Background: an optimization exercise with open tools, aiming at small area, a short achievable clock period and few clock cycles. Do not read the settings as production practice.
In this exercise RTL edits were held to simulation tests only and were not proved equivalent to the original.
Power figures rest on the tool's default switching activity, not on a simulated workload.

### design/flow/design.v
module anaModul
    (
    input   [31:0] sayi1,
    input   [31:0] sayi2,
    input   [2:0] tur,
    input   basla,
    input   clk,
    input   rst,
    output  [63:0] sonuc,
    output  hazir,
    output  gecerli,
    output  tasma
    );
    localparam K = 2;            
    reg        busy;
    reg [2:0]  op;
    reg        op_add, op_sub, op_mul, op_div, op_sqr;
    reg        first;            
    reg        skip24, skip16, sskip;
    reg [5:0]  cnt;              
    reg [63:0] P;
    reg [31:0] X;
    reg        rn;               
    reg        gec, tas;
    reg [31:0] hi, lo;
    reg [15:0] q;
    reg [33:0] a, b, sum;
    reg        ci, ge, ovf, neg;
    reg [32:0] s0;               
    reg        ge0;
    integer i;
    always @* begin
        hi  = skip24 ? {8'd0, P[31:8]} : skip16 ? {16'd0, P[31:16]} : first ? 32'd0 : P[63:32];
        lo  = skip24 ? {P[7:0], 24'd0} : (skip16 | sskip) ? {P[15:0], 16'd0} : P[31:0];
        q   = first ? 16'd0 : X[15:0];
        neg = rn & ~first;
        ovf = 1'b0;
        s0  = 33'd0;
        ge0 = 1'b0;
        for (i = 0; i < K; i = i + 1) begin
            if (op_mul)
                a = {2'b0, hi};
            else if (i == 0 && (op_add | op_sub))
                a = {2'b0, lo};
            else
                a = {neg & op_div, hi, lo[31] & ~cnt[5]};
            if (op_mul)
                b = lo[0] ? {2'b0, X} : 34'd0;
            else if (op_sqr)
                b = ~{16'd0, q, ~lo[30]};
            else if (op_add | (op_div & neg))
                b = {2'b0, X};
            else
                b = ~{2'b0, X};
            ci  = ~(op_mul | op_add | (op_div & neg));
            sum = a + b + {33'd0, ci};
            ge  = ~sum[33];
            if (i == 0) begin s0 = sum[32:0]; ge0 = ge; end
            ovf = ovf | (lo[31] & cnt[5]);
            if (op_mul) begin
                hi = sum[32:1];
                lo = {sum[0], lo[31:1]};
            end else if (op_sqr) begin
                hi = {12'd0, ge ? {sum[18:0], ~lo[30]} : {a[18:0], lo[30]}};
                lo = {lo[29:0], 2'b00};
                q  = {q[14:0], ge};
            end else begin
                hi  = sum[31:0];
                neg = ~ge;
                lo  = {lo[30:0], ge};
            end
        end
    end
    wire [5:0] cnt_n = (skip24 ? 6'd24 : skip16 ? 6'd16 : sskip ? 6'd8 : cnt) + K;
    wire last = op_mul ? (cnt_n == 6'd32) : op_div ? (cnt_n == 6'd48) : (cnt_n == 6'd16);
    wire done = !(op_mul | op_div | op_sqr) || (op_div && X == 32'd0) || last;
    wire busy_n = rst ? 1'b0 : busy ? ~done : basla;
    reg  hazir_q;                
    always @(posedge clk) begin
        busy    <= busy_n;
        hazir_q <= ~busy_n;
    end
    always @(posedge clk) begin
        if (!busy) begin
            op     <= tur;
            op_add <= (tur == 3'd0);
            op_sub <= (tur == 3'd1);
            op_mul <= (tur == 3'd2);
            op_div <= (tur == 3'd3);
            op_sqr <= (tur == 3'd4);
            first  <= 1'b1;
            skip24 <= (tur == 3'd3) & (|sayi2[31:24]);
            skip16 <= (tur == 3'd3) & ~(|sayi2[31:24]) & (|sayi2[23:16]);
            sskip  <= (tur == 3'd4) & ~(|sayi1[31:16]);
            cnt <= 6'd0;
            X   <= sayi2;
            if (basla)
                P[31:0] <= sayi1;
        end else begin
            first  <= 1'b0;
            skip24 <= 1'b0;
            skip16 <= 1'b0;
            sskip  <= 1'b0;
            cnt <= cnt_n;
            case (op)
            3'd0: begin
                P <= {15'd0, s0, 16'd0};
                gec <= 1'b1; tas <= 1'b0;
            end
            3'd1: begin
                P <= {{16{~ge0}}, s0[31:0], 16'd0};
                gec <= 1'b1; tas <= ~ge0;
            end
            3'd2: begin
                P <= {hi, lo};
                gec <= 1'b1; tas <= 1'b0;
            end
            3'd3: begin
                if (X == 32'd0) begin
                    P <= 64'd0; gec <= 1'b0; tas <= 1'b0;
                end else begin
                    rn <= neg;
                    if (first) tas <= 1'b0;
                    if (ovf) tas <= 1'b1;
                    gec <= 1'b1;
                    P <= last ? {16'd0, lo, 16'd0} : {hi, lo};
                end
            end
            3'd4: begin
                X[15:0] <= q;
                P <= last ? {24'd0, q, 24'd0} : {hi, lo};
                gec <= 1'b1; tas <= 1'b0;
            end
            default: begin
                P <= 64'd0; gec <= 1'b0; tas <= 1'b0;
            end
            endcase
        end
    end
    assign sonuc   = P;
    assign hazir   = hazir_q;
    assign gecerli = gec;
    assign tasma   = tas;
endmodule
### design/flow/constraint.sdc
create_clock -name core_clock -period 55.0 [get_ports {clk}]
set_input_delay 11.0000 -clock core_clock [delete_from_list [all_inputs] [get_ports {clk}]]
set_output_delay 11.0000 -clock core_clock [all_outputs]
set_load 0.01 [all_outputs]
### design/flow/config.mk
export PLATFORM = sky130hd
export DESIGN_NAME = anaModul
export DESIGN_NICKNAME = anaModul
export VERILOG_FILES = /design/flow/design.v
export SDC_FILE = /design/flow/constraint.sdc
export NUM_CORES = 4
export LEC_CHECK = 0
export CAP_MARGIN = 20
export CORE_MARGIN = 2
export CORE_UTILIZATION = 40
export SLEW_MARGIN = 20
### design/flow/standard.sh
#!/bin/bash
# synth_recipe.tcl (not shown) runs the flow's synth.tcl, then flattens the netlist and writes it again
# the make line also repeats each setting of config.mk as NAME=value (left out here)
make -C /OpenROAD-flow-scripts/flow DESIGN_CONFIG=/design/flow/config.mk WORK_HOME=/design/flow/orfs CLKGATE_MAP_FILE= SYNTH_SCRIPT=/design/flow/synth_recipe.tcl "${@:-finish}"
### design/flow/flow/run.sh
#!/bin/bash
# The standard layout (standard.sh: the standard flow's synthesis and ORFS flow), with one
# change: the buffers that ORFS puts on the input and output ports are buf_1
# cells instead of the cell buffer_ports picks by default (clkdlybuf4s50_1).
set -e
export BUFFER_PORTS_ARGS="-buffer_cell sky130_fd_sc_hd__buf_1"
bash standard.sh > standard.log 2>&1
==> summary.txt <==
Final #Nets 2030; Tot GR Track Use 34.55%; clock latency on the worst-skew pair 0.47 ns; critical path cell sequence buf_1; Inserted Clock Buffers 17; clk sink count 119; final WL 65200 um; Synth Net Count 1992; Seq/Total Area, Yosys 24.52%; Hold Path Class flip-flop to flip-flop; CTS root buffer clkbuf_16; largest net degree at the start of global routing 128; Clk pwr share 13.8%; Max Slew Vio Count 0; worst path bufs/invs 1; via count 16082; drt first pass iters 8; Post-CTS Setup Bufs 0; sequential share of power 17.1%; P&R area growth vs syn 9.410%; DR iter-0 viols 2512; initial antenna violation count 2; NetSw 442.8 uW; hold path endpoint cnt[0]; dominant cell type by area after synthesis edfxtp_1; Synth area leaders edfxtp_1, a21oi_1, ha_1; met2 wire length 27330 um; register bit total from synthesis 119; worst slew pin tran 1.103 ns; status complete, no violations; total gr overflow 0; PortBufs 136; hold depth 1; Setup WS post-layout 42.64 ns; Cell Int Power 373.9 uW; Worst Path Required 44.00 ns; PnR Total Power 816.7 uW; Comb pwr share 69.1%; first-pass GRT wire length 92990 um; post_cts resized 0; num rows 68; hold buffers post-CTS 0; maximum VDD drop 0.02601 mV; post-synth top area share 22.82%; Place WS 42.73 ns; clock buffer depth 2; most frequent cell after synthesis nand2_1; Die Span X 191.6 um; met3 wire len 7676 um; power per cell area 53.01 mW/mm^2; ANT nets after route 0; reg2reg setup slack 44.23 ns; worst reg2reg path depth 31; R2R Path End P[38]; post-synthesis cell type count 89; hold_ws 0.4958 ns; CP Capture Type output pin; startpoint types flip-flop; share of cells above drive strength 1 6.040%; Starting Density 40.66%; Max Fanout on Critical Path 10; io pins 137; DP Wirelength 49360 um; top post-synthesis cells by count nand2_1, nor2_1, a21oi_1, o21ai_0; Post-Layout Inst Area 0.01541 sq mm; Remaining DRCs 0; DR top layer met5; post-synthesis cell count 1853; CP Class flip-flop to output pin; die area 0.03672 sq mm; Syn Area/Cell 7.599 sq um; max incr delay on CP 0.69 ns; Worst EP arrival 1.36 ns; final setup vio count 0; vias per cell 6.817; die height 191.6 um; Async SR Flop Fraction 0%; M1 WL 27170 um; worst r2r src skip16; Worst path top cell family by delay flip-flops; CTS H-Tree Depth 4; Max Cap Viol 0; WL/cell 27.64 um; Top FF cell, synth edfxtp_1; Slew HR 25.80%; clock slew seen by the registers of the worst setup and hold paths 0.06 ns; Layout Skew 0.02581 ns; mapped cell area 0.01408 sq mm; setup repair after global routing missed its margin false; Hold Startpoint cnt[0]; Fmax 0.08092 GHz; final hold violation count 0; antenna cells 0; period utilization 22.47%; CTS tree yes; switching share of power 54.22%; critical path's slowest cell edfxtp_1; Post-synth EDFFs 107; fillers 3517; routability-driven placement congestion ratio 1.013; post-layout min period 12.36 ns; vias in the first global route 14164; core footprint 0.03463 sq mm; setup_tns 0 ns; yosys synthesis warning count 1; placed cell area 0.01485 sq mm; leakage 0.005740 uW
[area by class of cell]
cell class | count | area, sq um | share of cell area (%)
Multi-Input combinational cell | 1558 | 9955 | 64.61
Sequential cell | 119 | 3458 | 22.45
Timing Repair Buffer | 166 | 760.7 | 4.938
Tap cell | 455 | 569.3 | 3.695
Clock buffer | 18 | 429.2 | 2.786
Clock inverter | 14 | 125.1 | 0.8122
Inverter | 29 | 108.9 | 0.7066
[routing by layer]
layer	vias up	GRT usage, %
li1	7108	-
met2	1122	50.83
met3	177	7.162
met1	7671	48.63
met4	4	14.97
met5	-	0
[per-stage QoR]
stage | std cells | utilization, %
2_1_floorplan | 1853 | -
5_1_grt | 2359 | 44.49
4_1_cts | 2359 | 44.48
3_5_place_dp | 2327 | 42.88
3_3_place_gp | 2326 | 42.86
6_report | 2359 | 44.49
[worst max path at each step]
| stage | endpoint | slack, ns | cells past startpoint | startpoint |
|---|---|---|---|---|
| 4_1_cts | sonuc[1] | 42.66 | 1 | P[1] |
| 5_1_grt | sonuc[1] | 42.62 | 1 | P[1] |
| 3_3_place_gp | sskip | 42.65 | 4 | sayi1[21] |
| 6_report | sonuc[1] | 42.64 | 1 | P[1] |
| 3_5_place_dp | sskip | 42.73 | 4 | sayi1[21] |
| 2_1_floorplan | P[0] | 42.89 | 2 | basla |
[power groups by stage]
stage          clock, uW  sequential (uW)  combinational, uW
4_1_cts              112              138                541
3_3_place_gp           0              140                535
5_1_grt              115              140                596
2_1_floorplan          0              134                376
3_5_place_dp           0              140                537
6_report             113              139                565
[cell usage in the layout (no fill, tap or decap), types with 41 or more instances in the layout]
master,count
xnor2_1,51
edfxtp_1,107
a21oi_1,193
nand3_1,41
o21ai_0,146
buf_1,136
mux2i_1,47
nand2_1,213
ha_1,65
nor2_1,202
[state kept, by name (all words and copies together), names as in the netlist, 3 cells and up]
name and count:
cnt 6, P 64, X 32, op 3
[logic make-up (layout without fill, tap and decap cells)]
kind of cell	after synthesis	count (layout)	synth area share [%]
compound gates	734	734	35.05
xor+xnor	80	80	5.029
fa+ha+maj	69	69	6.344
buf+inv	176	227	5.038
flops	119	119	24.52
mux	60	60	4.381
simple gates	615	615	19.64
Testbench counts, summed over its fixed seeds: cycles 14,587.

re-timing with driven ports:
In the flow no input, the clock included, has a driving cell. The finished layout below was timed again as built, in two steps. Step 1 sets driving cells, clkbuf_16 on the clock port and buf_2 on the other inputs (assumed; they add their load-dependent delay and slew). Step 2 moves the port delays by t, midway between the first and last clock arrival at a register: inputs arrive t later, outputs are due t later. That takes back most of the time a late clock gives input paths. a / b / c = ideal / step 1 / step 2; a / b = the first two.
t (ns): 0.512
setup WS [ns]: 42.642 / 42.590 / 42.585
hold slack, ns: 0.496 / 0.496 / 0.496
After both steps setup and hold are still met in this run. The setup slack of this run moves by -0.052 ns with the drivers and by -0.057 ns with both steps.
